This design comes from an exercise in tuning for small area and a short achievable clock period on the open sky130 flow, not from production work. At most, simulation tests tie the RTL to the original design; equivalence was not proved. Only the layout flow was run in runs 1 and 2; the RTL was not checked for function there. Power figures rest on the tool's default switching activity, not on a simulated workload.

==> config.mk <==
export PLATFORM = sky130hd
export DESIGN_NAME = FIR
export DESIGN_NICKNAME = FIR
export VERILOG_FILES = /design/flow/design.v
export SDC_FILE = /design/flow/constraint.sdc
export NUM_CORES = 4
export LEC_CHECK = 0
export CAP_MARGIN = 20
export CORE_MARGIN = 2
export CORE_UTILIZATION = 40
export SETUP_SLACK_MARGIN = 5
export SLEW_MARGIN = 20
export SYNTH_HIERARCHICAL = 1
export SYNTH_MINIMUM_KEEP_SIZE = 0
==> constraint.sdc <==
create_clock -name core_clock -period 12.0 [get_ports {clk}]
set_input_delay 2.4000 -clock core_clock [delete_from_list [all_inputs] [get_ports {clk}]]
set_output_delay 2.4000 -clock core_clock [all_outputs]
set_load 0.01 [all_outputs]
==> design.v <==
module FIR(Dout,
           Din,
           clk,
           reset);
    output  [17:0]  Dout;
    input   [7:0]   Din;
    input           clk, reset;
    reg [7:0]  x1, x2n, x3, x4n, x5, x6n, x7;
    reg [15:0] S;
    wire       rn;       
    rinv ur (reset, rn);
    wire s1, c2;
    fa u2 (x2n[0], x4n[0], 1'b1, s1, c2);
    wire s3, c4;
    fa u4 (x2n[1], x4n[1], c2, s3, c4);
    wire s5, c6;
    fa u6 (x2n[2], x4n[2], c4, s5, c6);
    wire s7, c8;
    fa u8 (x2n[3], x4n[3], c6, s7, c8);
    wire s9, c10;
    fa u10 (x2n[4], x4n[4], c8, s9, c10);
    wire s11, c12;
    fa u12 (x2n[5], x4n[5], c10, s11, c12);
    wire s13, c14;
    fa u14 (x2n[6], x4n[6], c12, s13, c14);
    wire s15, c16;
    fa u16 (x2n[7], x4n[7], c14, s15, c16);
    wire n17 = ~x6n[0];
    wire n18 = ~x6n[1];
    wire n19 = ~x6n[2];
    wire n20 = ~x6n[3];
    wire n21 = ~x6n[4];
    wire n22 = ~x6n[5];
    wire n23 = ~x6n[6];
    wire n24 = ~x6n[7];
    wire n25 = ~s1;
    wire n26 = ~s3;
    wire n27 = ~s5;
    wire n28 = ~s7;
    wire n29 = ~s9;
    wire n30 = ~s11;
    wire n31 = ~s13;
    wire n32 = ~s15;
    wire n33 = ~c16;
    wire n34 = ~x7[0];
    wire n35 = ~x7[1];
    wire n36 = ~x7[2];
    wire n37 = ~x7[3];
    wire n38 = ~x7[4];
    wire n39 = ~x7[5];
    wire n40 = ~x7[6];
    wire n41 = ~x7[7];
    wire s42, c43;
    fa u43 (n17, n34, Din[0], s42, c43);
    wire s44, c45;
    fa u45 (n18, n35, s1, s44, c45);
    wire s46, c47;
    fa u47 (s44, Din[1], c43, s46, c47);
    wire s48, c49;
    fa u49 (x3[0], n19, n36, s48, c49);
    wire s50, c51;
    fa u51 (s48, s3, c45, s50, c51);
    wire s52, c53;
    fa u53 (s50, Din[2], c47, s52, c53);
    wire s54, c55;
    fa u55 (x3[1], x7[0], n20, s54, c55);
    wire s56, c57;
    fa u57 (n37, c49, s54, s56, c57);
    wire s58, c59;
    fa u59 (s56, s5, c51, s58, c59);
    wire s60, c61;
    fa u61 (s58, Din[3], c53, s60, c61);
    wire s62, c63;
    fa u63 (x3[0], x3[2], x7[1], s62, c63);
    wire s64, c65;
    fa u65 (n17, n21, n38, s64, c65);
    wire s66, c67;
    fa u67 (c55, s62, n25, s66, c67);
    wire s68, c69;
    fa u69 (s64, c57, s66, s68, c69);
    wire s70, c71;
    fa u71 (s68, s7, c59, s70, c71);
    wire s72, c73;
    fa u73 (Din[0], Din[4], s70, s72, c73);
    wire s74, c75;
    fa u75 (x1[0], x5[0], x3[0], s74, c75);
    wire s76, c77;
    fa u77 (x3[1], x3[3], x7[2], s76, c77);
    wire s78, c79;
    fa u79 (n18, n22, n39, s78, c79);
    wire s80, c81;
    fa u81 (c63, c65, s74, s80, c81);
    wire s82, c83;
    fa u83 (s76, n25, s78, s82, c83);
    wire s84, c85;
    fa u85 (n26, c67, s80, s84, c85);
    wire s86, c87;
    fa u87 (s82, c69, s84, s86, c87);
    wire s88, c89;
    fa u89 (Din[1], Din[5], s86, s88, c89);
    wire s90, c91;
    fa u91 (s9, c71, s88, s90, c91);
    wire s92, c93;
    fa u93 (x1[1], x5[1], x3[1], s92, c93);
    wire s94, c95;
    fa u95 (x3[2], x3[4], x7[3], s94, c95);
    wire s96, c97;
    fa u97 (n19, n23, n40, s96, c97);
    wire s98, c99;
    fa u99 (c75, c77, c79, s98, c99);
    wire s100, c101;
    fa u101 (s92, s94, s96, s100, c101);
    wire s102, c103;
    fa u103 (c81, n26, c83, s102, c103);
    wire s104, c105;
    fa u105 (s98, s100, n27, s104, c105);
    wire s106, c107;
    fa u107 (c85, s102, s104, s106, c107);
    wire s108, c109;
    fa u109 (Din[2], Din[6], c87, s108, c109);
    wire s110, c111;
    fa u111 (s106, c89, s108, s110, c111);
    wire s112, c113;
    fa u113 (s11, c91, s110, s112, c113);
    wire s114, c115;
    fa u115 (x1[2], x5[2], x3[2], s114, c115);
    wire s116, c117;
    fa u117 (x3[3], x3[5], x7[4], s116, c117);
    wire s118, c119;
    fa u119 (n20, n24, n41, s118, c119);
    wire s120, c121;
    fa u121 (c93, c95, c97, s120, c121);
    wire s122, c123;
    fa u123 (s114, s116, s118, s122, c123);
    wire s124, c125;
    fa u125 (c99, c101, s120, s124, c125);
    wire s126, c127;
    fa u127 (s122, n27, c103, s126, c127);
    wire s128, c129;
    fa u129 (s124, n28, c105, s128, c129);
    wire s130, c131;
    fa u131 (Din[3], Din[7], s126, s130, c131);
    wire s132, c133;
    fa u133 (c107, s128, c109, s132, c133);
    wire s134, c135;
    fa u135 (s130, c111, s132, s134, c135);
    wire s136, c137;
    fa u137 (s13, c113, s134, s136, c137);
    wire s138, c139;
    fa u139 (x1[3], x5[3], x3[3], s138, c139);
    wire s140, c141;
    fa u141 (x3[4], x3[6], x7[5], s140, c141);
    wire s142, c143;
    fa u143 (n21, c115, c117, s142, c143);
    wire s144, c145;
    fa u145 (c119, s138, s140, s144, c145);
    wire s146, c147;
    fa u147 (c121, s142, c123, s146, c147);
    wire s148, c149;
    fa u149 (s144, c125, s146, s148, c149);
    wire s150, c151;
    fa u151 (n28, c127, Din[4], s150, c151);
    wire s152, c153;
    fa u153 (s148, n29, c129, s152, c153);
    wire s154, c155;
    fa u155 (c131, s150, s152, s154, c155);
    wire s156, c157;
    fa u157 (c133, s154, c135, s156, c157);
    wire s158, c159;
    fa u159 (s15, s156, c137, s158, c159);
    wire s160, c161;
    fa u161 (x1[4], x5[4], x3[4], s160, c161);
    wire s162, c163;
    fa u163 (x3[5], x3[7], x7[6], s162, c163);
    wire s164, c165;
    fa u165 (n22, c139, c141, s164, c165);
    wire s166, c167;
    fa u167 (s160, s162, c143, s166, c167);
    wire s168, c169;
    fa u169 (c145, s164, s166, s168, c169);
    wire s170, c171;
    fa u171 (c147, s168, Din[5], s170, c171);
    wire s172, c173;
    fa u173 (c149, n29, c151, s172, c173);
    wire s174, c175;
    fa u175 (s170, n30, c153, s174, c175);
    wire s176, c177;
    fa u177 (s172, c155, s174, s176, c177);
    wire s178, c179;
    fa u179 (c16, s176, c157, s178, c179);
    wire w180 = ~(s178 ^ c159);
    wire w181 = s178 | c159;
    wire s182, c183;
    fa u183 (x1[5], x5[5], x3[5], s182, c183);
    wire s184, c185;
    fa u185 (x3[6], x7[7], n23, s184, c185);
    wire s186, c187;
    fa u187 (c161, c163, s182, s186, c187);
    wire s188, c189;
    fa u189 (s184, c165, s186, s188, c189);
    wire s190, c191;
    fa u191 (c167, s188, c169, s190, c191);
    wire s192, c193;
    fa u193 (Din[6], s190, c171, s192, c193);
    wire s194, c195;
    fa u195 (n30, c173, s192, s194, c195);
    wire s196, c197;
    fa u197 (n31, c175, s194, s196, c197);
    wire s198, c199;
    fa u199 (c177, s196, c179, s198, c199);
    wire s200, c201;
    fa u201 (x1[6], x5[6], x3[6], s200, c201);
    wire s202, c203;
    fa u203 (x3[7], n24, c183, s202, c203);
    wire s204, c205;
    fa u205 (c185, s200, c187, s204, c205);
    wire s206, c207;
    fa u207 (s202, c189, s204, s206, c207);
    wire s208, c209;
    fa u209 (Din[7], s206, c191, s208, c209);
    wire s210, c211;
    fa u211 (s208, c193, n31, s210, c211);
    wire s212, c213;
    fa u213 (c195, n32, s210, s212, c213);
    wire s214, c215;
    fa u215 (c197, s212, c199, s214, c215);
    wire s216, c217;
    fa u217 (x1[7], x5[7], x3[7], s216, c217);
    wire s218, c219;
    fa u219 (c201, s216, c203, s218, c219);
    wire s220, c221;
    fa u221 (c205, s218, c207, s220, c221);
    wire s222, c223;
    fa u223 (s220, c209, n33, s222, c223);
    wire s224, c225;
    fa u225 (n32, c211, s222, s224, c225);
    wire s226, c227;
    fa u227 (c213, s224, c215, s226, c227);
    wire s228, c229;
    fa u229 (c217, c219, c221, s228, c229);
    wire s230, c231;
    fa u231 (s228, n33, c223, s230, c231);
    wire s232, c233;
    fa u233 (c225, s230, c227, s232, c233);
    wire s234, c235;
    fa u235 (c229, c231, c233, s234, c235);
    wire n236 = ~s52;
    wire s237, c238;
    ha u238 (s60, s52, s237, c238);
    wire s239, c240;
    fa u240 (c61, s72, c238, s239, c240);
    wire s241, c242;
    fa u242 (c73, s90, c240, s241, c242);
    wire s243, c244;
    ha u244 (s112, c242, s243, c244);
    wire s245, c246;
    ha u246 (s136, c244, s245, c246);
    wire s247, c248;
    ha u248 (s158, c246, s247, c248);
    wire s249, c250;
    ha u250 (w180, c248, s249, c250);
    wire s251, c252;
    fa u252 (w181, s198, c250, s251, c252);
    wire w253 = ~(s214 ^ c252);
    wire w254 = s214 | c252;
    wire w255 = ~(s226 ^ w254);
    wire w256 = s226 | w254;
    wire w257 = ~(s232 ^ w256);
    wire w258 = s232 | w256;
    wire w259 = ~(s234 ^ w258);
    wire w260 = s234 | w258;
    wire w261 = ~(c235 ^ w260);
    wire w262 = c235 | w260;
    wire [15:0] S_next = {w261, w259, w257, w255, w253, s251, s249, s247, s245, s243, s241, s239, s237, n236, s46, s42};
    always @(posedge clk) begin
        x1  <= Din & {8{rn}};
        x2n <= ~(x1 & {8{rn}});
        x3  <= ~(x2n | {8{reset}});
        x4n <= ~(x3 & {8{rn}});
        x5  <= ~(x4n | {8{reset}});
        x6n <= ~(x5 & {8{rn}});
        x7  <= ~(x6n | {8{reset}});
    end
    always @(posedge clk) begin
        if (reset) begin
            S  <= 16'hFF01;
        end else begin
            S  <= S_next;
        end
    end
    wire [15:0] y;
    outadd ua (S, Din, 1'b0, y);
    assign Dout = {2'b00, y};
endmodule
module outadd(input [15:0] s, input [7:0] d, input [0:0] k, output [15:0] y);
    wire [4:0] px, po, pn;
    dpx upx (d, px);
    dpon upo (d, po, pn);
    wire o_w1 = ~d[0];
    wire o_w2 = ~d[1];
    wire o_w3 = ~d[2];
    wire o_w4 = ~d[3];
    wire o_w5 = ~d[4];
    wire o_w6 = ~d[5];
    wire o_w7 = ~d[6];
    wire o_w8 = ~d[7];
    wire o_w9 = s[3] ^ px[0];
    wire o_w10 = s[3] ? po[0] : pn[0];
    wire o_w11 = s[4] ^ px[1];
    wire o_w12 = s[4] ? po[1] : pn[1];
    wire o_w13 = s[5] ^ px[2];
    wire o_w14 = s[5] ? po[2] : pn[2];
    wire o_w15 = s[6] ^ px[3];
    wire o_w16 = s[6] ? po[3] : pn[3];
    wire o_w17 = s[7] ^ px[4];
    wire o_w18 = s[7] ? po[4] : pn[4];
    wire o_s19, o_c20;
    ha o_u20 (s[8], d[5], o_s19, o_c20);
    wire o_s21, o_c22;
    ha o_u22 (s[9], d[6], o_s21, o_c22);
    wire o_s23, o_c24;
    ha o_u24 (s[10], d[7], o_s23, o_c24);
    wire o_s25, o_c26;
    ha o_u26 (s[0], o_w1, o_s25, o_c26);
    wire o_s27, o_c28;
    ha o_u28 (s[1], o_w2, o_s27, o_c28);
    wire o_s29, o_c30;
    ha o_u30 (s[2], o_w3, o_s29, o_c30);
    wire o_s31, o_c32;
    ha o_u32 (o_w11, o_w10, o_s31, o_c32);
    wire o_s33, o_c34;
    ha o_u34 (o_w13, o_w12, o_s33, o_c34);
    wire o_s35, o_c36;
    ha o_u36 (o_w15, o_w14, o_s35, o_c36);
    wire o_s37, o_c38;
    ha o_u38 (o_w17, o_w16, o_s37, o_c38);
    wire o_s39, o_c40;
    ha o_u40 (o_s19, o_w18, o_s39, o_c40);
    wire o_s41, o_c42;
    ha o_u42 (o_s21, o_c20, o_s41, o_c42);
    wire o_s43, o_c44;
    ha o_u44 (o_s23, o_c22, o_s43, o_c44);
    wire o_s45, o_c46;
    ha o_u46 (s[11], o_c24, o_s45, o_c46);
    wire o_w47 = o_c28 | (o_s27 & o_c26);
    wire o_w48 = o_s27 & o_s25;
    wire o_w49 = (o_w9 & o_c30);
    wire o_w50 = o_w9 & o_s29;
    wire o_w51 = o_c34 | (o_s33 & o_c32);
    wire o_w52 = o_s33 & o_s31;
    wire o_w53 = o_c38 | (o_s37 & o_c36);
    wire o_w54 = o_s37 & o_s35;
    wire o_w55 = o_c42 | (o_s41 & o_c40);
    wire o_w56 = o_s41 & o_s39;
    wire o_w57 = o_c46 | (o_s45 & o_c44);
    wire o_w58 = o_s45 & o_s43;
    wire o_w59 = s[13] & s[12];
    wire o_w60 = s[15] & s[14];
    wire o_w61 = o_c30 | (o_s29 & o_w47);
    wire o_w62 = o_s29 & o_w48;
    wire o_w63 = o_w49 | (o_w50 & o_w47);
    wire o_w64 = o_w50 & o_w48;
    wire o_w65 = o_c36 | (o_s35 & o_w51);
    wire o_w66 = o_s35 & o_w52;
    wire o_w67 = o_w53 | (o_w54 & o_w51);
    wire o_w68 = o_w54 & o_w52;
    wire o_w69 = o_c44 | (o_s43 & o_w55);
    wire o_w70 = o_s43 & o_w56;
    wire o_w71 = o_w57 | (o_w58 & o_w55);
    wire o_w72 = o_w58 & o_w56;
    wire o_w73 = s[14] & o_w59;
    wire o_w74 = o_w60 & o_w59;
    wire o_w75 = o_c32 | (o_s31 & o_w63);
    wire o_w76 = o_s31 & o_w64;
    wire o_w77 = o_w51 | (o_w52 & o_w63);
    wire o_w78 = o_w52 & o_w64;
    wire o_w79 = o_w65 | (o_w66 & o_w63);
    wire o_w80 = o_w66 & o_w64;
    wire o_w81 = o_w67 | (o_w68 & o_w63);
    wire o_w82 = o_w68 & o_w64;
    wire o_w83 = (s[12] & o_w71);
    wire o_w84 = s[12] & o_w72;
    wire o_w85 = (o_w59 & o_w71);
    wire o_w86 = o_w59 & o_w72;
    wire o_w87 = (o_w73 & o_w71);
    wire o_w88 = o_w73 & o_w72;
    wire o_w89 = (o_w74 & o_w71);
    wire o_w90 = o_w74 & o_w72;
    wire o_w91 = o_c40 | (o_s39 & o_w81);
    wire o_w92 = o_s39 & o_w82;
    wire o_w93 = o_w55 | (o_w56 & o_w81);
    wire o_w94 = o_w56 & o_w82;
    wire o_w95 = o_w69 | (o_w70 & o_w81);
    wire o_w96 = o_w70 & o_w82;
    wire o_w97 = o_w71 | (o_w72 & o_w81);
    wire o_w98 = o_w72 & o_w82;
    wire o_w99 = o_w83 | (o_w84 & o_w81);
    wire o_w100 = o_w84 & o_w82;
    wire o_w101 = o_w85 | (o_w86 & o_w81);
    wire o_w102 = o_w86 & o_w82;
    wire o_w103 = o_w87 | (o_w88 & o_w81);
    wire o_w104 = o_w88 & o_w82;
    wire o_w105 = o_w89 | (o_w90 & o_w81);
    wire o_w106 = o_w90 & o_w82;
    wire o_w107 = o_s27 ^ o_c26;
    wire o_w108 = o_s29 ^ o_w47;
    wire o_w109 = o_w9 ^ o_w61;
    wire o_w110 = o_s31 ^ o_w63;
    wire o_w111 = o_s33 ^ o_w75;
    wire o_w112 = o_s35 ^ o_w77;
    wire o_w113 = o_s37 ^ o_w79;
    wire o_w114 = o_s39 ^ o_w81;
    wire o_w115 = o_s41 ^ o_w91;
    wire o_w116 = o_s43 ^ o_w93;
    wire o_w117 = o_s45 ^ o_w95;
    wire o_w118 = s[12] ^ o_w97;
    wire o_w119 = s[13] ^ o_w99;
    wire o_w120 = s[14] ^ o_w101;
    wire o_w121 = s[15] ^ o_w103;
    assign y = {o_w121, o_w120, o_w119, o_w118, o_w117, o_w116, o_w115, o_w114, o_w113, o_w112, o_w111, o_w110, o_w109, o_w108, o_w107, o_s25};
endmodule
module dpx(input [7:0] d, output [4:0] x);
    assign x[0] = ~(d[0] ^ d[3]);   
    assign x[1] = ~(d[1] ^ d[4]);   
    assign x[2] = ~(d[2] ^ d[5]);   
    assign x[3] = ~(d[3] ^ d[6]);   
    assign x[4] = ~(d[4] ^ d[7]);   
endmodule
module dpon(input [7:0] d, output [4:0] o, output [4:0] n);
    assign o[0] = d[0] | ~d[3];   
    assign n[0] = d[0] & ~d[3];
    assign o[1] = d[1] | ~d[4];   
    assign n[1] = d[1] & ~d[4];
    assign o[2] = d[2] | ~d[5];   
    assign n[2] = d[2] & ~d[5];
    assign o[3] = d[3] | ~d[6];   
    assign n[3] = d[3] & ~d[6];
    assign o[4] = d[4] | ~d[7];   
    assign n[4] = d[4] & ~d[7];
endmodule
module rinv(input r, output rn);
    assign rn = ~r;
endmodule
module fa(input a, input b, input c, output s, output co);
    assign s = a ^ b ^ c;
    assign co = (a & b) | (a & c) | (b & c);
endmodule
module ha(input a, input b, output s, output co);
    assign s = a ^ b;
    assign co = a & b;
endmodule
==> flow/run.sh <==
#!/bin/bash
# Own layout flow: the standard ORFS flow (standard.sh's make command and
# synthesis, unchanged), with these changes after synthesis:
#  - timing repair aims at a setup slack margin of $MARGIN ns,
#  - port buffers are buf_2 cells (ORFS's default pick is a delay cell),
#  - clock tree: clkbuf_8 buffers, larger sink clusters, no dummy loads.
# ORFS writes each tool's log under orfs/logs/; make's output goes to
# make_*.log in this folder.
set -euo pipefail
MARGIN=5
MAKELINE=$(grep '^make ' standard.sh | sed 's/"\${@:-finish}"//')
run_make() { eval "$MAKELINE"' "$@"'; }
run_make synth > make_synth.log 2>&1
run_make "SETUP_SLACK_MARGIN=$MARGIN" \
  "BUFFER_PORTS_ARGS=-buffer_cell sky130_fd_sc_hd__buf_2" \
  "CTS_ARGS=-sink_clustering_enable -repair_clock_nets -dont_use_dummy_load -buf_list sky130_fd_sc_hd__clkbuf_8 -sink_clustering_size 30 -sink_clustering_max_diameter 100" \
  finish > make_finish.log 2>&1
# everything is built: this only writes out/final.def from the final layout
bash standard.sh finish > make_def.log 2>&1
==> standard.sh <==
#!/bin/bash
# synth_recipe.tcl (not shown) runs the flow's synth.tcl, then flattens the netlist and writes it again
# the make line also repeats each setting of config.mk as NAME=value (left out here)
make -C /OpenROAD-flow-scripts/flow DESIGN_CONFIG=/design/flow/config.mk WORK_HOME=/design/flow/orfs CLKGATE_MAP_FILE= SYNTH_SCRIPT=/design/flow/synth_recipe.tcl "${@:-finish}"
==> impl_metrics.yaml, run 1 <==
outcome:
  outcome: "finished clean"
global_routing:
  grt_max_degree: 42
  overflow: 0
  grt_pass1_wl_microns: 15300
  grt_usage_pct: 14.3
  antenna_found_initial: 0
  grt_pass1_vias: 3138
routing:
  drc: 0
  viasPerCell: 4.67
  drtIter0Drc: 80
  postRouteAntennaNets: 0
  route.final.wire_length_microns: 8880
  dr.pass1.iters: 4
  wl_per_cell_microns: 14.3
  num_vias: 2889
clock_tree:
  cts_tree: "yes"
  root_buffer: "clkbuf_8"
  cts_buffer_depth: 2
  clkLatencyLatePin_ns: 0.35
  ctsHoldBuffers: 0
  clk_pin_slew_worst_paths_ns: 0.06
  htreeDepth: 3
  cts_num_sinks: 72
  numCtsBuffers: 9
hold_path:
  worstHoldPathType: "reg2reg"
  min_from: "x6n[3]"
logic_synthesis:
  yosysTopAreaCell: "fa_1"
  synth.avg_cell_area_sq_um: 12.1
  synth_edf_count: 0
  ys_types: 33
  synth_flop_cell: "dfxtp_1"
  synth_seq_cells: 72
  synth.cell_area_sq_mm: 0.00516
  yosysWarnings: 7
  synth_top_area_share_pct: 41.5
  yosys.cell_count.top_type: "fa_1"
  synth_cells: 428
  synth.area.top_cells: "fa_1 (42%), dfxtp_1 (28%), ha_1 (6.8%), inv_1 (3.1%), buf_4 (2.6%)"
  ys_seq_area_share_pct: 27.9
  synth.top_cells.by_count: "fa_1 (107), dfxtp_1 (72), inv_1 (43)"
  postSynth.asyncResetShare_pct: 0
layout:
  fin_nets: 594
  drive_above_1_share_pct: 19.5
  antennaDiodeCount: 0
  final_cells: 619
  area_growth_pct: 11.5
power:
  ir_worst_vdd_uv: 89.0
  power.total_mw: 1.15
  p_comb_share_pct: 62.5
  p_sw_share_pct: 40.0
  powerDensity_mw_per_mm2: 199
  clock_power_share_pct: 12.4
  p_int_mw: 0.688
  p_switching_mw: 0.458
  sequentialPowerShare_pct: 25.1
  p_leak_nw: 2.55
sta:
  slew_headroom_pct: 33.7
  setup-violations-final: 0
  skew_ns: 0.0141
  rsz0062_at_grt: "no"
  fmax_mhz: 144
  slew_violations: 0
  timing.final.crit_share_pct: 57.9
  worstMarginPinSlew_ns: 0.993
  finalHoldViolCount: 0
  tns_ns: 0
  period_needed_ns: 6.95
placement:
  place.detailed.hpwl_microns: 7200
  gp_congestion: 0.823
  port_buffers: 25
  dp.cells: 602
die:
  core-area_sq_mm: 0.0126
  dieArea_sq_mm: 0.0138
  rows: 41
  ioPinCount: 28
  die-width_microns: 118
  initial_core_util_pct: 40.9
  die_y_microns: 118
critical_path:
  path_cells: "buf_4 > xnor2_1 > xor2_1 > ha_4 > a21oi_2 > o21ai_2 > a41oi_4 > nor3_1 > or4b_4 > buf_6"
  critical_path_required_ns: 9.60
  arrival_ns: 4.55
  max_stage_delay_ns: 0.55
  r2r_start: "x2n[0]"
  startpoint: "Din[7]"
  worst_setup_path_end_kind: "output port"
  crit_type: "in2out"
  cp-start-kind: "input port"
  path_max_fanout: 7
  critPathSlowestCell: "or4b_4"
job:
  maxCapViolations: 0
[metrics by stage]
| step | hold WS, ns | util, % | setup WS (ns) | area, sq um |
|---|---|---|---|---|
| floorplan | 0.386 | - | 5.03 | 5160 |
| global placement | 0.390 | 42.3 | 4.72 | 5340 |
| detailed placement | 0.391 | 42.3 | 4.67 | 5340 |
| CTS | 0.399 | 44.5 | 4.98 | 5620 |
| global route | 0.410 | 45.6 | 4.98 | 5750 |
| finish | 0.399 | 45.6 | 5.05 | 5750 |
[sequential cells by signal (all words and copies together) (netlist names)]
signal,cells
x6n,8
x4n,8
S,16
x2n,8
x3,8
x7,8
x1,8
x5,8
[worst max-delay path: cells and delay by family]
| kind | cells | cell delay [ns] |
|---|---|---|
| XOR/XNOR | 2 | 0.45 |
| buffers and inverters | 2 | 0.31 |
| AO/OA/AOI/OAI | 3 | 0.48 |
| adder cells (fa/ha/maj) | 1 | 0.27 |
| AND/OR/NAND/NOR | 2 | 0.64 |
[Yosys stat by module, one instance, submodules excluded]
module / flip-flops and latches / area, sq um / cells / times used
dpon: 0 / 67.6 / 10 / 1
fa: 0 / 20.0 / 1 / 107
outadd: 0 / 639 / 91 / 1
ha: 0 / 12.5 / 1 / 19
dpx: 0 / 43.8 / 5 / 1
rinv: 0 / 3.75 / 1 / 1
FIR: 72 / 2030 / 195 / 1
[power groups by stage]
stage / registers, mW / clock network (mW) / logic, mW
2_1_floorplan: 0.289 / 0 / 0.562
3_3_place_gp: 0.292 / 0 / 0.630
3_5_place_dp: 0.293 / 0 / 0.647
4_1_cts: 0.288 / 0.150 / 0.684
5_1_grt: 0.291 / 0.159 / 0.839
6_report: 0.288 / 0.142 / 0.716
[final cells by class]
type,count,area [sq um]
fill,1179,6870
multi-input combinational,289,3580
sequential,72,1440
timing repair buffer,34,223
tap,172,215
inverter,43,161
clock buffer,9,124
[per-layer routing]
layer / share of wire (%) / GRT usage [%] / vias up
met5: 0 / 0 / -
met4: 1.2 / 3.84 / 0
met3: 3.8 / 4.07 / 11
met2: 50 / 22.6 / 42
met1: 45 / 19.4 / 1509
li1: - / - / 1327
[final timing paths]
path | slack [ns] | to | cells after the start
worst max-delay path | 5.05 | Dout[11] | 10
worst min-delay path | 0.40 | x7[3] | 1
worst max register to register | 5.20 | S[15] | 19
worst min register to register | 0.40 | x7[3] | 1
[cell families after synthesis]
group	share of synthesized area (%)
compound gates	2.89
xor+xnor	3.39
fa+ha+maj	48.3
buf+inv	6.43
flops	27.9
mux	1.09
other cells	0.146
simple gates	9.82
[layout by cell type, fill, tap and decap left out, drive strengths merged]
master,instances
fa,107
dfxtp,72
inv,43
buf,33
nor2,32
nand2,31
ha,28
xnor2,12
nor2b,12
nand2b,11
clkbuf,10
and2,8
xor2,8
a21oi,7
o21ai,6
or2,5
mux2,5
conb,3
nand3,2
a211oi,2
o21a,1
a311oi,1
a41oi,1
nor3,1
o2111ai,1
or4b,1
o41ai,1
nor3b,1
a31oi,1
nand3b,1
[timing repair]
item | CTS | global route
buffers inserted | 6 | 2
pin swaps | 12 | 12
gates cloned | 0 | 0
setup endpoints to repair | 8 | 9
gates resized for setup | 24 | 32
==> run 2, diff against run 1 <==
--- a/flow/run.sh
+++ b/flow/run.sh
@@ -7,7 +7,7 @@
 # ORFS writes each tool's log under orfs/logs/; make's output goes to
 # make_*.log in this folder.
 set -euo pipefail
-MARGIN=5
+MARGIN=5.5
 MAKELINE=$(grep '^make ' standard.sh | sed 's/"\${@:-finish}"//')
 run_make() { eval "$MAKELINE"' "$@"'; }
 run_make synth > make_synth.log 2>&1
==> run 2 against run 1 <==
Against the previous run:
- worst setup slack better by 0.16 ns
- area after synthesis unchanged
- sequential cell count is the same
- cell area up 7.0%
- count of clock-buffer cells in the layout unchanged
- sequential share of layout area fell by 1.6 points
- critical path type unchanged
- critical endpoint unchanged
- largest cell class unchanged
- highest routed layer unchanged
==> impl_metrics.yaml, run 2 <==
outcome:
  outcome: "finished clean"
layout:
  final_common_cell: "fa_1"
  antennaDiodeCount: 0
  fillers: 1166
  top_register: "S"
  multiInputGateArea_sq_mm: 0.00383
  mostFrequentLayoutCells: "fa_1 (78), dfxtp_1 (68), inv_1 (34), nand2_1 (30)"
  area_growth_pct: 19.3
  drive_above_1_share_pct: 31.5
  largest_reg_flops: 16
  fin_nets: 604
  regArea_sq_mm: 0.00145
critical_path:
  crit_family: "compound AO/OA/AOI/OAI gates"
  cp_num_buf_inv: 3
  path_cells: "buf_12 > nor2b_1 > mux2_4 > ha_4 > inv_4 > a211oi_4 > a41oi_4 > o2111ai_1 > or4b_1 > buf_2"
  worst_setup_path_end_kind: "output port"
  max_stage_delay_ns: 0.43
  arrival_ns: 4.39
  path_max_fanout: 5
  cp-start-kind: "input port"
  critical_path_required_ns: 9.60
  crit_type: "in2out"
  critPathSlowestCell: "or4b_1"
sta:
  tns_ns: 0
  period_needed_ns: 6.79
  worstMarginPinSlew_ns: 1.01
  skew_ns: 0.0168
  setup-violations-final: 0
  slew_headroom_pct: 32.6
  rsz0062_at_grt: "yes"
  timing.final.crit_share_pct: 56.6
  hold_slack_ns: 0.385
  finalHoldViolCount: 0
  slew_violations: 0
  fmax_mhz: 147
die:
  core-area_sq_mm: 0.0126
  rows: 41
  die_y_microns: 118
  ioPinCount: 28
  initial_core_util_pct: 40.9
  die-width_microns: 118
  dieArea_sq_mm: 0.0138
logic_synthesis:
  yosysTopAreaCell: "fa_1"
  ys_seq_area_share_pct: 27.9
  ys_types: 33
  synth_top_area_share_pct: 41.5
  synth_cells: 428
  synth_edf_count: 0
  synth_flop_cell: "dfxtp_1"
  yosys.cell_count.top_type: "fa_1"
  synth.area.top_cells: "fa_1 (42%), dfxtp_1 (28%), ha_1 (6.8%), inv_1 (3.1%), buf_4 (2.6%)"
  synth.cell_area_sq_mm: 0.00516
  yosysWarnings: 7
  synth_seq_cells: 72
  postSynth.asyncResetShare_pct: 0
  synth.avg_cell_area_sq_um: 12.1
  synth.top_cells.by_count: "fa_1 (107), dfxtp_1 (72), inv_1 (43)"
clock_tree:
  numCtsBuffers: 9
  cts_num_sinks: 72
  cts_buffer_depth: 2
  root_buffer: "clkbuf_8"
  cts_tree: "yes"
  htreeDepth: 3
  clk_pin_slew_worst_paths_ns: 0.07
  clkLatencyLatePin_ns: 0.36
routing:
  route.final.wire_length_microns: 9310
  drc: 0
  drtIter0Drc: 79
  postRouteAntennaNets: 0
  num_vias: 2926
  wl_per_cell_microns: 14.8
  viasPerCell: 4.65
  dr.pass1.iters: 4
power:
  p_int_mw: 0.790
  p_sw_share_pct: 40.2
  sequentialPowerShare_pct: 21.9
  ir_worst_vdd_uv: 97.0
  p_comb_share_pct: 67.1
  p_switching_mw: 0.532
  p_leak_nw: 2.63
  powerDensity_mw_per_mm2: 215
  clock_power_share_pct: 11.0
global_routing:
  grt_pass1_wl_microns: 15700
  antenna_found_initial: 0
  overflow: 0
  grt_max_degree: 42
  grt_pass1_vias: 3156
  grt_usage_pct: 14.6
job:
  maxCapViolations: 0
hold_path:
  worstHoldPathType: "reg2reg"
placement:
  port_buffers: 25
  gp_congestion: 0.814
  place.detailed.hpwl_microns: 7320
==> run 2: kinds of logic (layout without fill, tap and decap cells) <==
logic type,Yosys count,in the layout,share of synthesized area (%)
other cells,2,3,0.146
simple gates,105,105,9.82
compound gates,21,21,2.89
flops,72,72,27.9
mux,5,5,1.09
xor+xnor,20,20,3.39
buf+inv,68,96,6.43
fa+ha+maj,135,135,48.3
==> run 2: worst paths after layout <==
check | from | end | slack (ns) | cells past startpoint
min reg2reg | x6n[1] | x7[1] | 0.38 | 1
max | Din[0] | Dout[11] | 5.21 | 10
min | x6n[1] | x7[1] | 0.38 | 1
max reg2reg | x2n[0] | S[15] | 5.49 | 19
==> run 2: power by group through the flow <==
stage               Sequential (mW)  Clock, mW  Combinational [mW]
floorplan                     0.289          0               0.590
global placement              0.293          0               0.669
detailed placement            0.293          0               0.679
CTS                           0.289      0.153               0.764
global route                  0.292      0.162                1.01
finish                        0.289      0.146               0.887
==> run 2: cell type report <==
| cell class | count | area share (%) |
|---|---|---|
| sequential | 72 | 23.5 |
| timing repair buffer | 44 | 6.02 |
| multi-input combinational | 289 | 62.3 |
| clock buffer | 9 | 2.01 |
| inverter | 43 | 2.70 |
| tap | 172 | 3.50 |
==> run 2: per-module statistics from Yosys, one instance, submodules excluded <==
module,area [sq um],cells
outadd,639,91
dpx,43.8,5
rinv,3.75,1
ha,12.5,1
FIR,2030,195
fa,20.0,1
dpon,67.6,10
==> run 2: through the flow <==
step	setup slack, ns	cells	total power [mW]	cell area [sq um]	utilization, %
finish	5.21	629	1.32	6150	48.8
global route	5.12	629	1.46	6150	48.8
CTS	5.16	626	1.21	5940	47.1
detailed placement	4.87	602	0.972	5430	43.0
global placement	4.98	602	0.961	5430	43.0
floorplan	5.32	429	0.879	5250	-
==> run 2: metal layers <==
layer  vias up  share of wire, %  track usage [%]
met4         0               1.4             4.74
met2        34                52             23.9
met1      1531                44             19.4
li1       1350                 -                -
met3        11               2.7             3.49
met5         -                 0                0
==> run 2: worst reg2reg max path: stages, from the launching register on <==
cell and delay [ns]:
dfxtp_2 0.33, fa_2 0.39, fa_2 0.35, fa_2 0.55
inv_1 0.08, fa_2 0.55, fa_2 0.46, fa_2 0.40
fa_2 0.36, fa_2 0.37, fa_2 0.34, fa_2 0.34
fa_2 0.34, fa_2 0.34, fa_2 0.34, fa_1 0.50
inv_2 0.05, ha_4 0.16, xnor2_2 0.11, nand2b_1 0.06
==> run 2: what timing repair did <==
action,CTS,global route
pin swaps,34,25
hold buffers,0,0
buffers inserted,15,3
resized for setup,73,41
setup endpoints to repair,14,13
==> run 3, diff against run 2 <==
--- a/design.v
+++ b/design.v
@@ -293,9 +293,6 @@
     assign Dout = {2'b00, y};
 endmodule
 module outadd(input [15:0] s, input [7:0] d, input [0:0] k, output [15:0] y);
-    wire [4:0] px, po, pn;
-    dpx upx (d, px);
-    dpon upo (d, po, pn);
     wire o_w1 = ~d[0];
     wire o_w2 = ~d[1];
     wire o_w3 = ~d[2];
@@ -304,16 +301,16 @@
     wire o_w6 = ~d[5];
     wire o_w7 = ~d[6];
     wire o_w8 = ~d[7];
-    wire o_w9 = s[3] ^ px[0];
-    wire o_w10 = s[3] ? po[0] : pn[0];
-    wire o_w11 = s[4] ^ px[1];
-    wire o_w12 = s[4] ? po[1] : pn[1];
-    wire o_w13 = s[5] ^ px[2];
-    wire o_w14 = s[5] ? po[2] : pn[2];
-    wire o_w15 = s[6] ^ px[3];
-    wire o_w16 = s[6] ? po[3] : pn[3];
-    wire o_w17 = s[7] ^ px[4];
-    wire o_w18 = s[7] ? po[4] : pn[4];
+    wire o_s9, o_c10;
+    fa o_u10 (s[3], d[0], o_w4, o_s9, o_c10);
+    wire o_s11, o_c12;
+    fa o_u12 (s[4], d[1], o_w5, o_s11, o_c12);
+    wire o_s13, o_c14;
+    fa o_u14 (s[5], d[2], o_w6, o_s13, o_c14);
+    wire o_s15, o_c16;
+    fa o_u16 (s[6], d[3], o_w7, o_s15, o_c16);
+    wire o_s17, o_c18;
+    fa o_u18 (s[7], d[4], o_w8, o_s17, o_c18);
     wire o_s19, o_c20;
     ha o_u20 (s[8], d[5], o_s19, o_c20);
     wire o_s21, o_c22;
@@ -327,15 +324,15 @@
     wire o_s29, o_c30;
     ha o_u30 (s[2], o_w3, o_s29, o_c30);
     wire o_s31, o_c32;
-    ha o_u32 (o_w11, o_w10, o_s31, o_c32);
+    ha o_u32 (o_s11, o_c10, o_s31, o_c32);
     wire o_s33, o_c34;
-    ha o_u34 (o_w13, o_w12, o_s33, o_c34);
+    ha o_u34 (o_s13, o_c12, o_s33, o_c34);
     wire o_s35, o_c36;
-    ha o_u36 (o_w15, o_w14, o_s35, o_c36);
+    ha o_u36 (o_s15, o_c14, o_s35, o_c36);
     wire o_s37, o_c38;
-    ha o_u38 (o_w17, o_w16, o_s37, o_c38);
+    ha o_u38 (o_s17, o_c16, o_s37, o_c38);
     wire o_s39, o_c40;
-    ha o_u40 (o_s19, o_w18, o_s39, o_c40);
+    ha o_u40 (o_s19, o_c18, o_s39, o_c40);
     wire o_s41, o_c42;
     ha o_u42 (o_s21, o_c20, o_s41, o_c42);
     wire o_s43, o_c44;
@@ -344,8 +341,8 @@
     ha o_u46 (s[11], o_c24, o_s45, o_c46);
     wire o_w47 = o_c28 | (o_s27 & o_c26);
     wire o_w48 = o_s27 & o_s25;
-    wire o_w49 = (o_w9 & o_c30);
-    wire o_w50 = o_w9 & o_s29;
+    wire o_w49 = (o_s9 & o_c30);
+    wire o_w50 = o_s9 & o_s29;
     wire o_w51 = o_c34 | (o_s33 & o_c32);
     wire o_w52 = o_s33 & o_s31;
     wire o_w53 = o_c38 | (o_s37 & o_c36);
@@ -404,7 +401,7 @@
     wire o_w106 = o_w90 & o_w82;
     wire o_w107 = o_s27 ^ o_c26;
     wire o_w108 = o_s29 ^ o_w47;
-    wire o_w109 = o_w9 ^ o_w61;
+    wire o_w109 = o_s9 ^ o_w61;
     wire o_w110 = o_s31 ^ o_w63;
     wire o_w111 = o_s33 ^ o_w75;
     wire o_w112 = o_s35 ^ o_w77;
@@ -419,25 +416,6 @@
     wire o_w121 = s[15] ^ o_w103;
     assign y = {o_w121, o_w120, o_w119, o_w118, o_w117, o_w116, o_w115, o_w114, o_w113, o_w112, o_w111, o_w110, o_w109, o_w108, o_w107, o_s25};
 endmodule
-module dpx(input [7:0] d, output [4:0] x);
-    assign x[0] = ~(d[0] ^ d[3]);   
-    assign x[1] = ~(d[1] ^ d[4]);   
-    assign x[2] = ~(d[2] ^ d[5]);   
-    assign x[3] = ~(d[3] ^ d[6]);   
-    assign x[4] = ~(d[4] ^ d[7]);   
-endmodule
-module dpon(input [7:0] d, output [4:0] o, output [4:0] n);
-    assign o[0] = d[0] | ~d[3];   
-    assign n[0] = d[0] & ~d[3];
-    assign o[1] = d[1] | ~d[4];   
-    assign n[1] = d[1] & ~d[4];
-    assign o[2] = d[2] | ~d[5];   
-    assign n[2] = d[2] & ~d[5];
-    assign o[3] = d[3] | ~d[6];   
-    assign n[3] = d[3] & ~d[6];
-    assign o[4] = d[4] | ~d[7];   
-    assign n[4] = d[4] & ~d[7];
-endmodule
 module rinv(input r, output rn);
     assign rn = ~r;
 endmodule
--- a/flow/run.sh
+++ b/flow/run.sh
@@ -7,7 +7,7 @@
 # ORFS writes each tool's log under orfs/logs/; make's output goes to
 # make_*.log in this folder.
 set -euo pipefail
-MARGIN=5.5
+MARGIN=5
 MAKELINE=$(grep '^make ' standard.sh | sed 's/"\${@:-finish}"//')
 run_make() { eval "$MAKELINE"' "$@"'; }
 run_make synth > make_synth.log 2>&1
--- a/config.mk
+++ b/config.mk
@@ -5,6 +5,7 @@
 export SDC_FILE = /design/flow/constraint.sdc
 export NUM_CORES = 4
 export LEC_CHECK = 0
+export ABC_CLOCK_PERIOD_IN_PS = 1500
 export CAP_MARGIN = 20
 export CORE_MARGIN = 2
 export CORE_UTILIZATION = 40
==> run 3 against run 2 <==
Against the previous run:
- still clean on timing, DRC and antenna
- sequential power decreased by 2%
- total power decreased by 18%
- sequential share of layout area increased by 2.5 points
==> impl_metrics.yaml, run 3 <==
critical_path:
  r2r_start: "x2n[0]"
  startpoint: "Din[1]"
  cp-start-kind: "input port"
  path_max_fanout: 3
  worst_setup_path_end_kind: "output port"
  arrival_ns: 4.56
  critical_path_required_ns: 9.60
  crit_type: "in2out"
global_routing:
  grt_pass1_wl_microns: 13900
  overflow: 0
  grt_max_degree: 42
  grt_usage_pct: 13.7
  antenna_found_initial: 0
  grt_pass1_vias: 2970
logic_synthesis:
  synth.cell_area_sq_mm: 0.00504
  ys_seq_area_share_pct: 28.6
  synth_cells: 401
  ys_types: 30
  yosys.cell_count.top_type: "fa_1"
  synth.avg_cell_area_sq_um: 12.6
  synth_top_area_share_pct: 44.4
  postSynth.asyncResetShare_pct: 0
  synth_flop_cell: "dfxtp_1"
  yosysTopAreaCell: "fa_1"
  synth.top_cells.by_count: "fa_1 (112), dfxtp_1 (72), inv_1 (46)"
  synth.area.top_cells: "fa_1 (44%), dfxtp_1 (29%), ha_1 (6.9%), inv_1 (3.4%), buf_4 (2.7%)"
  synth_seq_cells: 72
  yosysWarnings: 7
  synth_edf_count: 0
sta:
  slew_headroom_pct: 36.0
  timing.final.crit_share_pct: 58.0
  fmax_mhz: 144
  period_needed_ns: 6.96
  worstMarginPinSlew_ns: 0.960
  rsz0062_at_grt: "yes"
  finalHoldViolCount: 0
  skew_ns: 0.0282
  slew_violations: 0
  tns_ns: 0
  setup-violations-final: 0
layout:
  top_register: "S"
  antennaDiodeCount: 0
  fin_nets: 574
  largest_reg_flops: 16
  multiInputGateArea_sq_mm: 0.00335
  fillers: 1165
  area_growth_pct: 10.1
  regArea_sq_mm: 0.00144
  final_common_cell: "fa_1"
  mostFrequentLayoutCells: "fa_1 (94), dfxtp_1 (72), inv_1 (45), nor2_1 (30), nand2_1 (26)"
  drive_above_1_share_pct: 18.5
routing:
  drtIter0Drc: 69
  drc: 0
  wl_per_cell_microns: 14.1
  viasPerCell: 4.48
  route.final.wire_length_microns: 8370
  dr.pass1.iters: 4
  postRouteAntennaNets: 0
  num_vias: 2663
clock_tree:
  numCtsBuffers: 9
  cts_buffer_depth: 2
  cts_num_sinks: 72
  cts_tree: "yes"
  clk_pin_slew_worst_paths_ns: 0.07
  root_buffer: "clkbuf_8"
  clkLatencyLatePin_ns: 0.35
  htreeDepth: 3
  ctsHoldBuffers: 0
power:
  p_leak_nw: 2.51
  sequentialPowerShare_pct: 26.2
  clock_power_share_pct: 13.2
  p_comb_share_pct: 60.6
  ir_worst_vdd_uv: 78.9
  p_sw_share_pct: 38.6
  power.total_mw: 1.08
  p_switching_mw: 0.419
  p_int_mw: 0.666
  powerDensity_mw_per_mm2: 195
hold_path:
  min_from: "x6n[0]"
  worstHoldPathType: "reg2reg"
die:
  initial_core_util_pct: 40.5
  die-width_microns: 116
  ioPinCount: 28
  die_y_microns: 116
  dieArea_sq_mm: 0.0135
  rows: 41
  core-area_sq_mm: 0.0125
placement:
  port_buffers: 25
  place.detailed.hpwl_microns: 7030
  gp_congestion: 0.848
job:
  maxCapViolations: 0
outcome:
  outcome: "finished clean"
==> run 3: changes by cell type in the layout (fill, tap and decap cells not counted), moves of 5 or more <==
| cell | previous run | this run |
|---|---|---|
| fa_1 | 78 | 94 |
| ha_1 | 13 | 25 |
| fa_2 | 29 | 18 |
| ha_4 | 13 | 2 |
| inv_1 | 34 | 45 |
| inv_2 | 7 | 0 |
| buf_4 | 18 | 12 |
| buf_2 | 16 | 21 |
==> run 3: what timing repair did <==
item | 4_1_cts | 5_1_grt
pin swaps | 8 | 19
gates cloned | 0 | 0
setup endpoints to repair | 4 | 3
gates resized for setup | 12 | 27
endpoints found under the hold margin | 0 | 0
buffers inserted | 4 | 7
==> run 3: logic make-up after synthesis <==
logic type / after synthesis / synth area share [%]
xor gates and xnor gates: 12 / 2.08
and+or+nand+nor: 85 / 7.89
adders and majority gates: 140 / 51.4
AOI/OAI and AO/OA: 19 / 3.12
buffers and inverters: 71 / 6.80
DFF: 72 / 28.6
other: 2 / 0.149
==> run 3: worst max-delay path, stage by stage <==
cell and delay (ns):
buf_12 0.10, fa_1 0.55, ha_4 0.22, a211oi_2 0.24
nor2_2 0.07, a21boi_4 0.14, a21oi_2 0.18, o21bai_1 0.10
ha_2 0.19, nor2_2 0.11, xnor2_1 0.12, buf_2 0.15
==> run 3: power by group through the flow <==
stage	registers (mW)	clock network, mW	logic [mW]
after detailed placement	0.290	0	0.623
after global placement	0.289	0	0.622
after CTS	0.284	0.149	0.650
final	0.284	0.144	0.657
after floorplan	0.287	0	0.549
after global routing	0.287	0.160	0.771
==> run 3: final cells by class <==
class,instances,area share [%]
timing repair buffer,36,4.51
sequential,72,26.0
tap,172,3.88
multi-input combinational,259,60.3
inverter,46,3.15
clock buffer,9,2.23
==> run 3: through the flow <==
stage | util (%) | hold slack [ns] | std cells | setup slack [ns] | cell area, sq um
2_1_floorplan | - | 0.386 | 402 | 5.03 | 5050
3_3_place_gp | 41.9 | 0.390 | 574 | 4.78 | 5220
3_5_place_dp | 41.9 | 0.393 | 574 | 4.72 | 5220
4_1_cts | 43.4 | 0.390 | 587 | 4.99 | 5410
5_1_grt | 44.5 | 0.414 | 594 | 4.95 | 5550
6_report | 44.5 | 0.386 | 594 | 5.04 | 5550
==> run 3: path summary, 6_finish.rpt <==
| check | endpoint | slack [ns] | cells after the start |
|---|---|---|---|
| setup / recovery | Dout[9] | 5.04 | 12 |
| hold / removal | x7[0] | 0.39 | 1 |
| setup reg to reg | S[15] | 5.22 | 19 |
| hold reg to reg | x7[0] | 0.39 | 1 |
==> run 3: metal layers <==
| layer | GRT usage, % | vias up | share of wire [%] |
|---|---|---|---|
| met3 | 2.80 | 11 | 3.7 |
| met5 | 0 | - | 0 |
| met4 | 4.29 | 0 | 1.4 |
| met2 | 22.7 | 42 | 49 |
| li1 | - | 1229 | - |
| met1 | 18.4 | 1381 | 46 |
==> run 3: per-module statistics from Yosys (local to each module, per instance) <==
module  times used  flops+latches  cells inside  cell area (sq um)
rinv             1              0             1               3.75
outadd           1              0            74                536
fa             112              0             1               20.0
FIR              1             72           195               2030
ha              19              0             1               12.5
==> run 4, diff against run 3 <==
--- a/config.mk
+++ b/config.mk
@@ -5,7 +5,6 @@
 export SDC_FILE = /design/flow/constraint.sdc
 export NUM_CORES = 4
 export LEC_CHECK = 0
-export ABC_CLOCK_PERIOD_IN_PS = 1500
 export CAP_MARGIN = 20
 export CORE_MARGIN = 2
 export CORE_UTILIZATION = 40
==> run 4 against run 3 <==
Against the previous run:
- register-to-register slack hardly changed
- sequential share of layout area unchanged
- sequential power about the same
- clock skew stayed put
- critical path type unchanged
- hold slack unchanged
- cell area unchanged
- first-iteration DRC count unchanged
- still clean on timing, DRC and antenna
==> impl_metrics.yaml, run 4 <==
outcome:
  outcome: "finished clean"
die:
  rows: 41
  dieArea_sq_mm: 0.0135
  core-area_sq_mm: 0.0125
  die-width_microns: 116
  ioPinCount: 28
  initial_core_util_pct: 40.5
  die_y_microns: 116
routing:
  postRouteAntennaNets: 0
  dr.pass1.iters: 4
  route.final.wire_length_microns: 8370
  drtIter0Drc: 69
  wl_per_cell_microns: 14.1
  viasPerCell: 4.48
  num_vias: 2663
  drc: 0
logic_synthesis:
  synth_flop_cell: "dfxtp_1"
  synth_fa_ha_area_share_pct: 51.4
  synth_xor_area_share_pct: 2.08
  yosysTopAreaCell: "fa_1"
  synth.avg_cell_area_sq_um: 12.6
  synthMuxAreaShare_pct: 0
  ys_seq_area_share_pct: 28.6
  synthSimpleGateAreaFrac_pct: 7.89
  yosys.cell_count.top_type: "fa_1"
  synth-compound-area-share_pct: 3.13
  synth.top_cells.by_count: "fa_1 (112), dfxtp_1 (72), inv_1 (46)"
  yosysWarnings: 7
  synth.cell_area_sq_mm: 0.00504
  postSynth.asyncResetShare_pct: 0
  ys_types: 30
  synth_top_area_share_pct: 44.4
  synth_seq_cells: 72
  synth_cells: 401
  synth_edf_count: 0
  synth.area.top_cells: "fa_1 (44%), dfxtp_1 (29%), ha_1 (6.9%), inv_1 (3.4%), buf_4 (2.7%)"
  synth_top_family_by_area: "adder cells"
layout:
  drive_above_1_share_pct: 18.5
  regArea_sq_mm: 0.00144
  fin_nets: 574
  multiInputGateArea_sq_mm: 0.00335
  fillers: 1165
  final_common_cell: "fa_1"
  largest_reg_flops: 16
  antennaDiodeCount: 0
  design_area_sq_mm: 0.00555
  mostFrequentLayoutCells: "fa_1 (94), dfxtp_1 (72), inv_1 (45), nor2_1 (30), nand2_1 (26)"
  top_register: "S"
  area_growth_pct: 10.1
clock_tree:
  numCtsBuffers: 9
  cts_buffer_depth: 2
  clkLatencyLatePin_ns: 0.35
  clk_pin_slew_worst_paths_ns: 0.07
  ctsHoldBuffers: 0
  root_buffer: "clkbuf_8"
  htreeDepth: 3
  cts_tree: "yes"
  cts_num_sinks: 72
critical_path:
  crit_type: "in2out"
  cp-start-kind: "input port"
  path_max_fanout: 3
  arrival_ns: 4.56
  critical_path_required_ns: 9.60
  worst_setup_path_end_kind: "output port"
  rr_worst_depth: 19
placement:
  gp_congestion: 0.848
  placed_area_sq_mm: 0.00522
  preCtsSetupSlack_ns: 4.72
  place.detailed.hpwl_microns: 7030
  port_buffers: 25
sta:
  slew_violations: 0
  tns_ns: 0
  setup-violations-final: 0
  worstMarginPinSlew_ns: 0.960
  skew_ns: 0.0282
  period_needed_ns: 6.96
  worst_slack_ns: 5.04
  fmax_mhz: 144
  timing.final.crit_share_pct: 58.0
  finalHoldViolCount: 0
  slew_headroom_pct: 36.0
  hold_slack_ns: 0.386
  rsz0062_at_grt: "yes"
global_routing:
  antenna_found_initial: 0
  overflow: 0
  grt_max_degree: 42
  grt_pass1_vias: 2970
  grt_pass1_wl_microns: 13900
  grt_usage_pct: 13.7
power:
  p_leak_nw: 2.51
  ir_worst_vdd_uv: 78.9
  powerDensity_mw_per_mm2: 195
hold_path:
  worstHoldPathType: "reg2reg"
  hold_path_depth: 1
job:
  maxCapViolations: 0
## run 4: cell counts in the layout (fill, tap and decap cells not counted)
No cell type changed its count.
## run 4: cell type report
type,instances,area share (%)
Multi-Input combinational cell,259,60.3
Inverter,46,3.15
Clock buffer,9,2.23
Timing Repair Buffer,36,4.51
Tap cell,172,3.88
Sequential cell,72,26.0
## run 4: worst max-delay path, cell delays in order
cell      delay [ns]
buf_12          0.10
fa_1            0.55
ha_4            0.22
a211oi_2        0.24
nor2_2          0.07
a21boi_4        0.14
a21oi_2         0.18
o21bai_1        0.10
ha_2            0.19
nor2_2          0.11
xnor2_1         0.12
buf_2           0.15
## run 4: metal layers
metal | wire (microns) | vias to the layer above | global-route usage, %
met1 | 3840 | 1381 | 18.4
met3 | 311 | 11 | 2.80
li1 | - | 1229 | -
met4 | 116 | 0 | 4.29
met5 | 0 | - | 0
met2 | 4100 | 42 | 22.7
## run 4: per-module statistics from Yosys, one instance, submodules excluded
| module | flip-flops and latches | copies in the design |
|---|---|---|
| fa | 0 | 112 |
| ha | 0 | 19 |
| rinv | 0 | 1 |
| outadd | 0 | 1 |
| FIR | 72 | 1 |
## run 4: logic make-up after synthesis
kind of cell             Yosys count
adder cells (fa/ha/maj)          140
AND/OR/NAND/NOR                   85
flip-flops                        72
buffers and inverters             71
AO/OA/AOI/OAI                     19
XOR/XNOR                          12
other                              2
## run 4: through the flow
step	total power, mW	utilization (%)	instances
2_1_floorplan	0.835	-	402
3_3_place_gp	0.911	41.9	574
3_5_place_dp	0.913	41.9	574
4_1_cts	1.08	43.4	587
5_1_grt	1.22	44.5	594
6_report	1.08	44.5	594
## run 4: where the power goes
group | total (mW) | switching, mW | internal [mW]
Clock | 0.144 | 0.0767 | 0.0668
Sequential | 0.284 | 0.0147 | 0.269
Combinational | 0.657 | 0.327 | 0.330
## run 4: path summary, 6_finish.rpt
path,startpoint,end,slack (ns)
worst max-delay path,Din[1],Dout[9],5.04
worst min-delay path,x6n[0],x7[0],0.39
worst max register to register,x2n[0],S[15],5.22
worst min register to register,x6n[0],x7[0],0.39
## run 4: repair_timing
action / CTS / global route
setup endpoints to repair: 4 / 3
resized for setup: 12 / 27
cloned: 0 / 0
setup buffers: 4 / 7
pin swaps: 8 / 19
==> run 5, diff against run 4 <==
--- a/flow/run.sh
+++ b/flow/run.sh
@@ -7,7 +7,7 @@
 # ORFS writes each tool's log under orfs/logs/; make's output goes to
 # make_*.log in this folder.
 set -euo pipefail
-MARGIN=5
+MARGIN=5.3
 MAKELINE=$(grep '^make ' standard.sh | sed 's/"\${@:-finish}"//')
 run_make() { eval "$MAKELINE"' "$@"'; }
 run_make synth > make_synth.log 2>&1
--- a/config.mk
+++ b/config.mk
@@ -5,6 +5,7 @@
 export SDC_FILE = /design/flow/constraint.sdc
 export NUM_CORES = 4
 export LEC_CHECK = 0
+export ABC_AREA = 1
 export CAP_MARGIN = 20
 export CORE_MARGIN = 2
 export CORE_UTILIZATION = 40
==> run 5 against run 4 <==
Against the previous run:
- worst setup slack better by 0.32 ns
- area after synthesis is 2.9% higher
- wire length increased by 8.8%
- non-clock buffer count up 2
- hold slack gained 0.015 ns
- global-route usage is 1.1 points higher
- sequential cell count did not move
- critical path type unchanged
==> impl_metrics.yaml, run 5 <==
placement:
  gp_congestion: 0.861
  placed_area_sq_mm: 0.00535
  preCtsSetupSlack_ns: 4.92
  place.detailed.hpwl_microns: 7440
  port_buffers: 25
logic_synthesis:
  yosys.cell_count.top_type: "fa_1"
  synth_edf_count: 0
  synth_top_area_share_pct: 43.2
  synth.top_cells.by_count: "fa_1 (112), inv_1 (79), dfxtp_1 (72)"
  synth_flop_cell: "dfxtp_1"
  ys_seq_area_share_pct: 27.8
  synth.cell_area_sq_mm: 0.00519
  ys_types: 21
  synth.area.top_cells: "fa_1 (43%), dfxtp_1 (28%), ha_1 (6.8%), inv_1 (5.7%), nand2_1 (5.1%)"
  postSynth.asyncResetShare_pct: 0
  synth.avg_cell_area_sq_um: 11.2
  synth_cells: 464
  synth_seq_cells: 72
  yosysTopAreaCell: "fa_1"
  yosysWarnings: 7
routing:
  route.final.wire_length_microns: 9110
  viasPerCell: 4.47
  drtIter0Drc: 138
  wl_per_cell_microns: 13.8
  drc: 0
  num_vias: 2943
  dr.pass1.iters: 4
  postRouteAntennaNets: 0
critical_path:
  r2r_start: "x6n[0]"
  max_stage_delay_ns: 0.59
  crit_type: "in2out"
  path_cells: "buf_12 > clkinv_4 > fa_2 > ha_4 > nand2_4 > nand2_4 > a21oi_4 > nand2_4 > ha_4 > nor2_4 > xnor2_2 > buf_2"
  worst_setup_path_end_kind: "output port"
  cp-start-kind: "input port"
  worst_path_most_repeated_cell: "nand2_4"
  path_max_fanout: 5
  critical_path_required_ns: 9.60
  arrival_ns: 4.24
  startpoint: "Din[5]"
  critPathSlowestCell: "fa_2"
power:
  powerDensity_mw_per_mm2: 204
  p_leak_nw: 2.78
  ir_worst_vdd_uv: 69.4
die:
  dieArea_sq_mm: 0.0139
  die-width_microns: 118
  rows: 41
  die_y_microns: 118
  core-area_sq_mm: 0.0126
  initial_core_util_pct: 41.1
  ioPinCount: 28
sta:
  skew_ns: 0.0243
  tns_ns: 0
  fmax_mhz: 151
  slew_violations: 0
  finalHoldViolCount: 0
  worstMarginPinSlew_ns: 0.997
  worst_slack_ns: 5.36
  rsz0062_at_grt: "yes"
  setup-violations-final: 0
  slew_headroom_pct: 33.4
  period_needed_ns: 6.64
  timing.final.crit_share_pct: 55.3
layout:
  fin_nets: 639
  mostFrequentLayoutCells: "fa_1 (84), inv_1 (72), dfxtp_1 (69), nand2_1 (64), nor2_1 (40)"
  final_common_cell: "fa_1"
  drive_above_1_share_pct: 24.0
  design_area_sq_mm: 0.00583
  antennaDiodeCount: 0
  top_register: "S"
  largest_reg_flops: 16
  area_growth_pct: 12.4
  fin_util_pct: 46.2
  fillers: 1177
clock_tree:
  cts_buffer_depth: 2
  clk_pin_slew_worst_paths_ns: 0.07
  cts_num_sinks: 72
  htreeDepth: 3
  clkLatencyLatePin_ns: 0.36
  root_buffer: "clkbuf_8"
  cts_tree: "yes"
  ctsHoldBuffers: 0
  numCtsBuffers: 9
hold_path:
  worstHoldPathType: "reg2reg"
  min_from: "x6n[4]"
global_routing:
  grt_pass1_wl_microns: 15900
  grt_usage_pct: 14.9
  grt_max_degree: 38
  antenna_found_initial: 0
  overflow: 0
  grt_pass1_vias: 3348
outcome:
  outcome: "finished clean"
job:
  maxCapViolations: 0
[run 5: changes by cell type in the layout (fill, tap and decap cells not counted), sizes merged, moves of 3 or more]
cell,change
inv,+32
nand3,+6
nand2b,-4
xnor2,-6
nor2b,-6
and2,-8
nand2,+52
nor2,+11
a211o,-3
[run 5: cells by family after synthesis]
logic type               share of synthesized area, %
flip-flops                                       27.8
AND/OR/NAND/NOR                                  10.5
other                                           0.145
adder cells (fa/ha/maj)                          50.0
buffers and inverters                            9.76
AO/OA/AOI/OAI                                    1.06
XOR/XNOR                                        0.844
[run 5: final timing paths]
check,to,cells past startpoint,slack [ns]
setup / recovery,Dout[9],12,5.36
hold / removal,x7[4],1,0.40
setup reg to reg,S[14],18,5.49
hold reg to reg,x7[4],1,0.40
[run 5: layout make-up]
cell class | count | area, sq um | area share (%)
Inverter | 79 | 302 | 5.17
Multi-Input combinational cell | 289 | 3470 | 59.5
Tap cell | 172 | 215 | 3.69
Timing Repair Buffer | 38 | 279 | 4.78
Sequential cell | 72 | 1450 | 24.8
Clock buffer | 9 | 124 | 2.12
[run 5: stage by stage]
| stage | hold WS [ns] | power [mW] | cells |
|---|---|---|---|
| 2_1_floorplan | 0.386 | 0.847 | 465 |
| 3_3_place_gp | 0.394 | 0.919 | 637 |
| 3_5_place_dp | 0.393 | 0.934 | 637 |
| 4_1_cts | 0.405 | 1.11 | 651 |
| 5_1_grt | 0.419 | 1.34 | 659 |
| 6_report | 0.401 | 1.19 | 659 |
[run 5: worst max-delay path: cells and delay by family]
kind	cells	cell delay, ns
buf+inv	3	0.30
simple gates	4	0.30
fa+ha+maj	3	0.98
xor+xnor	1	0.11
compound gates	1	0.14
[run 5: timing repair]
| item | CTS | global route |
|---|---|---|
| endpoints found under the setup margin | 10 | 9 |
| pin swaps | 18 | 29 |
| buffers inserted | 5 | 8 |
| gates resized for setup | 26 | 53 |
[run 5: power breakdown]
part           total (mW)  internal, mW  switching (mW)
sequential          0.284         0.269          0.0150
combinational       0.759         0.369           0.390
clock               0.146        0.0668          0.0789
[run 5: metal layers]
| layer | GRT usage [%] | vias up | share of wire [%] |
|---|---|---|---|
| li1 | - | 1377 | - |
| met1 | 18.4 | 1506 | 42 |
| met2 | 25.0 | 41 | 51 |
| met3 | 4.12 | 19 | 3.8 |
| met4 | 5.27 | 0 | 2.5 |
| met5 | 0 | - | 0 |
[run 5: modules after synthesis (local to each module, per instance)]
module / cells inside / flip-flops and latches / area [sq um] / copies in the design
FIR: 213 / 72 / 2080 / 1
fa: 1 / 0 / 20.0 / 112
ha: 1 / 0 / 12.5 / 19
outadd: 119 / 0 / 624 / 1
rinv: 1 / 0 / 3.75 / 1
==> run 6, diff against run 5 <==
--- a/flow/run.sh
+++ b/flow/run.sh
@@ -7,7 +7,7 @@
 # ORFS writes each tool's log under orfs/logs/; make's output goes to
 # make_*.log in this folder.
 set -euo pipefail
-MARGIN=5.3
+MARGIN=5.6
 MAKELINE=$(grep '^make ' standard.sh | sed 's/"\${@:-finish}"//')
 run_make() { eval "$MAKELINE"' "$@"'; }
 run_make synth > make_synth.log 2>&1
==> run 6 against run 5 <==
Against the previous run:
- still clean
- core utilization up 2.6 points
- wire length up 4.2%
- clock skew up 0.0022 ns
- first-iteration DRC count down 16%
- clock power about the same
- area after synthesis unchanged
- cell area up 5.7%
- via count up 1.6%
- sequential cell count unchanged
- final cell count up 1.7%
- synthesized cell count unchanged
- worst setup slack better by 0.039 ns
- highest routed layer unchanged
==> impl_metrics.yaml, run 6 <==
outcome:
  outcome: "finished clean"
sta:
  slew_violations: 0
  fmax_mhz: 151
  rsz0062_at_grt: "yes"
  worstMarginPinSlew_ns: 0.732
  period_needed_ns: 6.60
  setup-violations-final: 0
  tns_ns: 0
  finalHoldViolCount: 0
  skew_ns: 0.0266
  slew_headroom_pct: 51.2
  timing.final.crit_share_pct: 55.0
logic_synthesis:
  synth.area.top_cells: "fa_1 (43%), dfxtp_1 (28%), ha_1 (6.8%), inv_1 (5.7%), nand2_1 (5.1%)"
  synth_top_area_share_pct: 43.2
  synth.top_cells.by_count: "fa_1 (112), inv_1 (79), dfxtp_1 (72)"
  synth_flop_cell: "dfxtp_1"
  synth_cells: 464
  synth_edf_count: 0
  yosysTopAreaCell: "fa_1"
  yosys.cell_count.top_type: "fa_1"
  synth_seq_cells: 72
  ys_seq_area_share_pct: 27.8
  yosysWarnings: 7
  synth.avg_cell_area_sq_um: 11.2
  postSynth.asyncResetShare_pct: 0
  ys_types: 21
  synth.cell_area_sq_mm: 0.00519
routing:
  wl_per_cell_microns: 14.2
  drtIter0Drc: 116
  postRouteAntennaNets: 0
  drc: 0
  dr.pass1.iters: 4
  num_vias: 2991
  route.final.wire_length_microns: 9480
  viasPerCell: 4.46
placement:
  gp_congestion: 0.845
  port_buffers: 25
  place.detailed.hpwl_microns: 7400
job:
  maxCapViolations: 0
power:
  ir_worst_vdd_uv: 111
  clock_power_share_pct: 11.0
  p_sw_share_pct: 40.7
  p_comb_share_pct: 67.7
  p_int_mw: 0.788
  p_leak_nw: 2.90
  p_switching_mw: 0.540
  powerDensity_mw_per_mm2: 215
  sequentialPowerShare_pct: 21.4
clock_tree:
  cts_buffer_depth: 2
  cts_tree: "yes"
  htreeDepth: 3
  cts_num_sinks: 72
  clkLatencyLatePin_ns: 0.36
  root_buffer: "clkbuf_8"
  numCtsBuffers: 9
  clk_pin_slew_worst_paths_ns: 0.08
hold_path:
  hold_path_depth: 1
  worstHoldPathType: "reg2reg"
critical_path:
  critical_path_required_ns: 9.60
  crit_type: "in2out"
  path_max_fanout: 4
  max_stage_delay_ns: 0.57
  path_cells: "buf_12 > fa_1 > ha_4 > nand2_4 > inv_2 > a21oi_4 > nand2_4 > ha_4 > nor2_4 > xnor2_1 > buf_2"
  critPathSlowestCell: "fa_1"
  rr_worst_depth: 18
  worst_setup_path_end_kind: "output port"
  cp-start-kind: "input port"
  arrival_ns: 4.20
layout:
  fin_nets: 650
  mostFrequentLayoutCells: "fa_1 (81), dfxtp_1 (68), inv_1 (68), nand2_1 (56), nor2_1 (40)"
  top_register: "S"
  largest_reg_flops: 16
  final_common_cell: "fa_1"
  drive_above_1_share_pct: 30.3
  fin_util_pct: 48.8
  area_growth_pct: 18.8
  multiInputGateArea_sq_mm: 0.00362
  antennaDiodeCount: 0
  fillers: 1148
  regArea_sq_mm: 0.00145
die:
  dieArea_sq_mm: 0.0139
  initial_core_util_pct: 41.1
  die-width_microns: 118
  rows: 41
  ioPinCount: 28
  die_y_microns: 118
  core-area_sq_mm: 0.0126
global_routing:
  grt_pass1_vias: 3340
  grt_pass1_wl_microns: 16100
  grt_max_degree: 38
  grt_usage_pct: 15.1
  overflow: 0
  antenna_found_initial: 0
[run 6: cell counts after synthesis]
Identical to the previous run, type by type.
[run 6: timing repair]
item / 4_1_cts / 5_1_grt
endpoints found under the setup margin: 14 / 14
resized for setup: 61 / 55
buffers inserted: 13 / 10
pin swaps: 28 / 46
hold buffers: 0 / 0
[run 6: cells by family (layout without fill, tap and decap cells)]
| kind of cell | Yosys count | in the layout | synth area share (%) |
|---|---|---|---|
| adders and majority gates | 140 | 140 | 50.0 |
| other | 2 | 3 | 0.145 |
| buffers and inverters | 104 | 137 | 9.76 |
| AOI/OAI and AO/OA | 8 | 8 | 1.06 |
| DFF | 72 | 72 | 27.8 |
| and+or+nand+nor | 133 | 133 | 10.5 |
| xor gates and xnor gates | 5 | 5 | 0.844 |
[run 6: path summary, 6_finish.rpt]
check | start | endpoint | slack, ns
setup / recovery | Din[4] | Dout[9] | 5.40
hold / removal | x5[4] | x6n[4] | 0.40
setup reg to reg | x6n[0] | S[14] | 5.48
hold reg to reg | x5[4] | x6n[4] | 0.40
[run 6: per-module statistics from Yosys, one instance, submodules excluded]
module | cells inside | area, sq um
FIR | 213 | 2080
outadd | 119 | 624
fa | 1 | 20.0
ha | 1 | 12.5
rinv | 1 | 3.75
[run 6: worst max-delay path: cells and delay by family]
kind	cells	cell delay, ns
AO/OA/AOI/OAI	1	0.13
AND/OR/NAND/NOR	3	0.27
adder cells (fa/ha/maj)	3	0.98
buffers and inverters	3	0.30
XOR/XNOR	1	0.11
[run 6: final cells by class]
type | count | share of cell area (%)
clock buffer | 9 | 2.01
inverter | 79 | 5.01
multi-input combinational | 289 | 58.7
sequential | 72 | 23.5
tap | 172 | 3.49
timing repair buffer | 49 | 7.35
[run 6: routing by layer]
metal / global-route usage [%] / vias up / routed length, microns
li1: - / 1404 / -
met1: 19.4 / 1545 / 4290
met2: 25.8 / 37 / 4880
met3: 3.68 / 5 / 272
met4: 3.39 / 0 / 46
met5: 0 / - / 0
[run 6: per-stage QoR]
step	instance area, sq um	std cells	hold WS (ns)	worst slack [ns]	total power [mW]
3_5_place_dp	5430	637	0.394	5.03	0.966
4_1_cts	5860	659	0.400	5.32	1.20
3_3_place_gp	5430	637	0.393	5.05	0.947
5_1_grt	6160	670	0.411	5.31	1.49
2_1_floorplan	5300	465	0.386	5.39	0.874
6_report	6160	670	0.396	5.40	1.33
[run 6: power groups by stage]
stage | Sequential [mW] | Clock, mW | Combinational [mW]
2_1_floorplan | 0.286 | 0 | 0.587
3_3_place_gp | 0.289 | 0 | 0.657
3_5_place_dp | 0.289 | 0 | 0.676
4_1_cts | 0.284 | 0.153 | 0.762
5_1_grt | 0.287 | 0.162 | 1.04
6_report | 0.284 | 0.146 | 0.899

Setup slack of run 6, layout unchanged: 5.398 ns with ideal ports, 5.339 ns with driving cells assumed (clock clkbuf_16, inputs buf_2), 5.024 ns with port delays also shifted by the 0.373 ns mid clock arrival.
